What follows belongs to an exercise in optimizing a design on an open flow for small area; a production flow would make more cautious choices.
The RTL of this run was laid out without a check of its function.
No activity file was given, so power comes from the tool's default toggle rates.

==> design.v <==
`timescale 1ns/10ps
module path(clk, rst_n, data1_i, data2_i, valid1_i, valid2_i, data_o, req_o, gnt_i, stop1_o, stop2_o, valid_o);
input clk;
input rst_n;
input [7:0] data1_i;
input [7:0] data2_i;
input valid1_i;
input valid2_i;
input gnt_i;
output req_o;
output stop1_o;
output stop2_o;
output reg [7:0] data_o;
output reg valid_o;
reg [4:0] v;         
reg [3:0] count;     
reg sel;             
reg [7:0] mem0, mem1, mem2, mem3, mem4;
wire blocked = v[4] && !gnt_i;
wire vsel    = sel ? valid2_i : valid1_i;
wire accept  = vsel && !blocked;
wire anyv    = valid1_i || valid2_i;
wire [7:0] din = sel ? data2_i : data1_i;
assign stop1_o = blocked || sel;
assign stop2_o = blocked || !sel;
assign req_o   = v[0] || (gnt_i && anyv);
wire write = vsel && (v[0] ? (!v[4] || gnt_i) : !gnt_i);
wire up    = vsel && !gnt_i && !v[4];
wire down  = v[0] && gnt_i && !vsel;
wire s0 = gnt_i & v[0] & !v[1];
wire s1 = gnt_i & v[1] & !v[2];
wire s2 = gnt_i & v[2] & !v[3];
wire s3 = gnt_i & v[3] & !v[4];
wire s4 = gnt_i & v[4];
wire sb = gnt_i & !v[0] & vsel;
wire go = gnt_i && (v[0] || anyv);
wire [7:0] data_d = ({8{s0}} & mem0) | ({8{s1}} & mem1) | ({8{s2}} & mem2)
                  | ({8{s3}} & mem3) | ({8{s4}} & mem4) | ({8{sb}} & din)
                  | ({8{!go}} & data_o);
wire a0 = accept & count[0];
always @(posedge clk) begin
	if (write) begin
		mem0 <= din;
		mem1 <= mem0;
		mem2 <= mem1;
		mem3 <= mem2;
		mem4 <= mem3;
	end
end
always @(posedge clk, negedge rst_n) begin
	if (!rst_n) begin
		v <= 5'd0;
		count <= 4'd0;
		sel <= 1'b0;
		data_o <= 8'd0;
		valid_o <= 1'b0;
	end else begin
		v[0] <= (v[0] & !(down & !v[1])) | up;
		v[1] <= (v[1] & !(down & !v[2])) | (up & v[0]);
		v[2] <= (v[2] & !(down & !v[3])) | (up & v[1]);
		v[3] <= (v[3] & !(down & !v[4])) | (up & v[2]);
		v[4] <= (v[4] & !down) | (up & v[3]);
		count[0] <= count[0] ^ accept;
		count[1] <= count[1] ^ (a0 & !count[3]);
		count[2] <= count[2] ^ (a0 & count[1]);
		count[3] <= count[3] ^ (a0 & ((count[1] & count[2]) | count[3]));
		sel <= sel ^ (a0 & count[3]);
		valid_o <= go;
		data_o <= data_d;
	end
end
endmodule
==> flow/run.sh <==
#!/bin/bash
# The standard ORFS layout (standard.sh), with changes to what it inserts and sizes:
#  - port buffers are the smallest buffer cell (buf_1) instead of clkdlybuf4s50_1;
#  - clock tree synthesis uses clkbuf_4 buffers and inserts no dummy loads;
#  - buffers that synthesis (ABC) inserted are removed at floorplan;
#  - before repair_design (3_4_place_resized), every gate is swapped for its
#    smallest drive strength (flow/downsize.tcl); repair_design and the later
#    timing repair size up what slew, capacitance and timing need.
# The full make output goes to standard.log in this folder; ORFS's per-step
# logs stay under orfs/logs/.
set -euo pipefail
export BUFFER_PORTS_ARGS="-buffer_cell sky130_fd_sc_hd__buf_1"
export CTS_ARGS="-sink_clustering_enable -repair_clock_nets -dont_use_dummy_load -buf_list sky130_fd_sc_hd__clkbuf_4"
export REMOVE_ABC_BUFFERS=1
export PRE_RESIZE_TCL="$PWD/flow/downsize.tcl"
bash standard.sh > standard.log 2>&1
==> flow/downsize.tcl <==
# PRE_RESIZE hook: swap every standard cell for the smallest-area cell of the
# same kind (the same name up to the drive-strength suffix), so that repair_design,
# which runs next, and the later timing repair size up only what needs it.
set ds_lib [lindex [get_libs *] 0]
set ds_block [ord::get_db_block]
set ds_db [ord::get_db]
set ds_swapped 0
foreach inst [$ds_block getInsts] {
  set master [$inst getMaster]
  if {[$master getType] ne "CORE"} { continue }
  set name [$master getName]
  if {![regexp {^(sky130_fd_sc_hd__.+)_([0-9]+)$} $name -> base drive]} { continue }
  if {[string match "*dfxtp*" $base] || [string match "*df*" $base] || [string match "*edf*" $base]} { continue }
  set best $name
  set best_area [expr {[$master getWidth] * [$master getHeight]}]
  foreach cand [$ds_db getLibs] {
    foreach m [$cand getMasters] {
      set mn [$m getName]
      if {![regexp "^[string map {+ \\+} $base]_(\[0-9\]+)\$" $mn]} { continue }
      set lc [get_lib_cells -quiet */$mn]
      if {$lc eq "" || [get_property $lc dont_use]} { continue }
      set a [expr {[$m getWidth] * [$m getHeight]}]
      if {$a < $best_area} { set best $mn; set best_area $a }
    }
  }
  if {$best ne $name} {
    replace_cell [$inst getName] $best
    incr ds_swapped
  }
}
puts "downsize.tcl: swapped $ds_swapped cells to smaller ones"
==> standard.sh <==
#!/bin/bash
# synth_recipe.tcl (not shown) runs the flow's synth.tcl, then flattens the netlist and writes it again
# the make line also repeats each setting of config.mk as NAME=value (left out here)
make -C /OpenROAD-flow-scripts/flow DESIGN_CONFIG=/design/flow/config.mk WORK_HOME=/design/flow/orfs CLKGATE_MAP_FILE= SYNTH_SCRIPT=/design/flow/synth_recipe.tcl "${@:-finish}"
==> config.mk <==
export PLATFORM = sky130hd
export DESIGN_NAME = path
export DESIGN_NICKNAME = path
export VERILOG_FILES = /design/flow/design.v
export SDC_FILE = /design/flow/constraint.sdc
export NUM_CORES = 4
export LEC_CHECK = 0
export CAP_MARGIN = 20
export CORE_MARGIN = 2
export CORE_UTILIZATION = 40
export SLEW_MARGIN = 20
==> constraint.sdc <==
create_clock -name core_clock -period 5.0 [get_ports {clk}]
set_input_delay 1.0000 -clock core_clock [delete_from_list [all_inputs] [get_ports {clk}]]
set_output_delay 1.0000 -clock core_clock [all_outputs]
set_load 0.01 [all_outputs]
==> reports/summary.md <==
The run finished with no timing, DRC or antenna violations. At the later pin of the worst-skew pair, clock insertion delay measures 0.40 ns. After clock tree synthesis, the flow added hold-fix buffers numbering 0. The power density over the cells came out at 579 nW/um^2.

The total track usage was 0.168. The starting density of the core was 0.409. The normalized max-slew margin was 0.269. The total number of placement rows came out at 28.

The worst setup path is captured at an output pin. The post-synthesis register bit count came out at 59. The average wire per standard cell works out to 17.8 um.

Leaving out fill and tap cells, the most frequent cells in the layout are sky130_fd_sc_hd__edfxtp_1, sky130_fd_sc_hd__buf_1, sky130_fd_sc_hd__dfrtp_1. The logic depth of the worst register-to-register path is 5, and the met1 wire length is 2270 um. For this design, the sink count on the clock tree is 59. The end of the worst register-to-register path is mem2[0]$_DFFE_PP_. H-tree depth: 3.

The library cell used most frequently in the layout, excluding fill and tap cells, is sky130_fd_sc_hd__edfxtp_1. The final HPWL from detailed placement is 3110 um. Total number of nets in the final design: 223. sky130_fd_sc_hd__edfxtp_1 takes more of the synthesized area than any other cell. By area the synthesized netlist is led by sky130_fd_sc_hd__edfxtp_1, sky130_fd_sc_hd__dfrtp_1, sky130_fd_sc_hd__mux2_4.

Summing over every cut layer, the via total after detailed routing is 1,507. Setup repair after global routing left no endpoint under its margin. The slack of the worst reg-to-reg path was 2.71 ns; the setup TNS was 0 ns. The critical path data arrival time came out at 2.28 ns. The uppermost metal layer occupied by signal nets is met4. The number of antenna violations at the first check in global routing is 0, and the per-cell via count in the routed design is 5.50. The leakage power total was 0.937 nW. Input and output buffers added on the ports amount to 32. Setup violations remaining at the end of the flow were counted as 0.

The critical path is of the in2out type. After filler insertion, the fill cell instance count of the layout stands at 535. Measured along the y axis, the die boundary spans 81.3 um. TritonCTS built the clock tree. The number of gates resized after CTS was 0. Length of the first detailed-routing pass in iterations: 5. The total power draw came out at 0.00153 W. The tools report the count of pins over their slew limit as 0.

For the worst setup path, the data required time is 4.00 ns. The signed area change from the synthesized netlist to the final layout was 10.6%. Total wire length: 4870 um. The kind of cell with the highest combined delay along the critical path is buffers and inverters. The share of the synthesized area in the top cell type was 0.502.

The routed design uses 232 um of met3 wire. The tool flagged a number of max-cap violations equal to 0. The tools report the count of yosys warnings during synthesis as 1.

The repair_antennas step left the layout with diodes totalling 0. The mapped netlist covers 2390 um^2. The final-report hold violation count is 0, and the area occupied by multi-input gates is 633 um^2. The synthesized netlist cell count was 162; the transition time at the pin with the least slew margin was 1.09 ns. In this run the most critical hold path is launched from mem1[2]$_DFFE_PP_. The tools report the footprint of the flip-flops and latches as 1680 um^2. The width of the die works out to 81.3 um. The number of clock buffers added by TritonCTS is 9. Layout cell share with drive strength beyond 1: 0.0854. The global-route congestion overflow total was 0; the critical path depth in cells was 4. Together, buffers and inverters on the worst path number 2. In this run the post-CTS setup repair buffer count came out at 0.

At the end of routability-driven placement, the weighted congestion stood at 0.746. For hold timing, the worst endpoint is mem2[2]$_DFFE_PP_. The first global-routing pass estimated 7870 um of wire. The instance count along the most critical hold path came out at 0. The startpoint identified for the worst register-to-register timing path is sel$_DFF_PN0_.

Final worst-path cycle share: 0.656. STA classifies the critical path startpoint as a primary input. Among all stages on the critical path, the largest delay is contributed by sky130_fd_sc_hd__buf_1.

In the routed design, unresolved DRC markers number 0. The register area share after synthesis is 0.701. Counting stages on the worst path, the most repeated cell is sky130_fd_sc_hd__buf_1.

For the post-synthesis cell type count, the log shows 34. The I/O pin total came out at 33. The signal on the critical path passes through buf_1, nor2b_1, or2_2, buf_1. Top achievable clock speed: 305 MHz. Top fanout value on the critical path: 19. Final core utilization: 0.452. IR analysis of the VDD net gives a maximum drop of 0.367 mV.

Clock skew after layout: 0.0247 ns. The floorplan step defined a die boundary enclosing 6610 um^2. The clock passes through at most 2 buffers. The detail route stage leaves a number of antenna-violating nets equal to 0. Entering global routing, the biggest net connects 24 pins.

The via count of the first global-routing pass was 1,465. The min-delay analysis places its worst path in the category reg2reg. For this block, the initial DRC count from the detailed router was 175. The clock input transition at the sequential cells of the worst setup and hold paths was 0.10 ns.

In this run the clock root is driven by a sky130_fd_sc_hd__clkbuf_4. The wire length on met2 is 2250 um. Subtracting the final worst setup slack from the clock period gives 3.28 ns.

The average instance in the mapped netlist occupies 14.8 um^2. After floorplanning, the core was sized to cover 5850 um^2. On the worst path, the slowest cell contributes a delay of 0.68 ns.
-- registers in the layout, summed over array words and instances, names as in the netlist --
register  cells
mem2          8
mem4          8
data_o        8
valid_o       1
count         4
mem3          8
sel           1
v             5
mem1          8
mem0          8
-- worst max-delay path by stage --
stage	start	end	slack, ns
finish	gnt_i	stop1_o	1.72
global route	gnt_i	stop1_o	1.60
CTS	gnt_i	stop1_o	1.71
detailed placement	gnt_i	stop1_o	1.71
global placement	gnt_i	stop1_o	1.71
floorplan	valid1_i	mem0[0]$_DFFE_PP_	2.40
-- cell type report --
| cell class | instances | share of cell area |
|---|---|---|
| multi-input combinational | 92 | 0.239 |
| timing repair buffer | 35 | 0.0596 |
| sequential | 59 | 0.634 |
| clock buffer | 9 | 0.0256 |
| tap | 75 | 0.0355 |
| inverter | 4 | 0.00568 |
-- cell usage after synthesis, drive strengths merged --
| master | instances |
|---|---|
| o21ai | 7 |
| xnor2 | 3 |
| nor2b | 3 |
| and3 | 2 |
| a32oi | 2 |
| nor2 | 4 |
| a221oi | 1 |
| ha | 1 |
| edfxtp | 40 |
| a22oi | 6 |
| nand3 | 7 |
| or2 | 1 |
| a21oi | 5 |
| mux2i | 1 |
| inv | 4 |
| nand2b | 4 |
| dfrtp | 19 |
| o31ai | 1 |
| a222oi | 7 |
| a22o | 7 |
| o211ai | 1 |
| a32o | 2 |
| or3 | 1 |
| nor3 | 1 |
| buf | 4 |
| mux2 | 8 |
| nand2 | 16 |
| clkbuf | 3 |
| nor3b | 1 |
-- where the power goes --
part	internal [W]	switching [W]
clock	0.0000834	0.000142
sequential	0.000758	0.000144
combinational	0.000180	0.000223
-- logic make-up after synthesis --
kind of cell               count (synthesis)  synth area share
DFF                                       59             0.701
and+or+nand+nor                           40            0.0832
AOI/OAI and AO/OA                         39             0.127
buffers and inverters                     11            0.0199
muxes                                      9            0.0529
xor gates and xnor gates                   3            0.0110
adders and majority gates                  1           0.00523
-- layer usage --
layer	up-vias	track usage
met1	747	0.246
met3	10	0.0344
met4	0	0.0983
met5	-	0
li1	705	-
met2	45	0.231
-- per-stage QoR --
step	area, um^2	hold WS, ns	cells	setup WS (ns)
after global placement	2590	0.432	264	1.71
after detailed placement	2580	0.437	265	1.71
after global routing	2640	0.441	274	1.60
after floorplan	2360	0.426	155	2.40
after CTS	2640	0.430	274	1.71
final	2640	0.429	274	1.72

## separate check: timing with driven ports
The results above use ideal ports. As a check the final layout listed here was re-extracted and re-timed, cells and wires unchanged. Step 1 assumes that a clkbuf_16 drives the clock port and a buf_2 every other input. Step 2 adds t to the input delays and takes it off the output delays; t is the mean of the earliest and latest rising clock arrival at the registers after step 1. Input paths then give back, and output paths get back, about the clock's delay inside the block. Three values: ideal ports, drivers, drivers and shift; two values: the first two.
t (ns): 0.407
slack for setup (ns): 1.720 / 1.694 / 1.694
clock arrival spread, ns: 0.025 / 0.025
After both steps this run still meets setup and hold. The setup slack of this run moves by -0.026 ns with the drivers and by -0.026 ns with both steps.
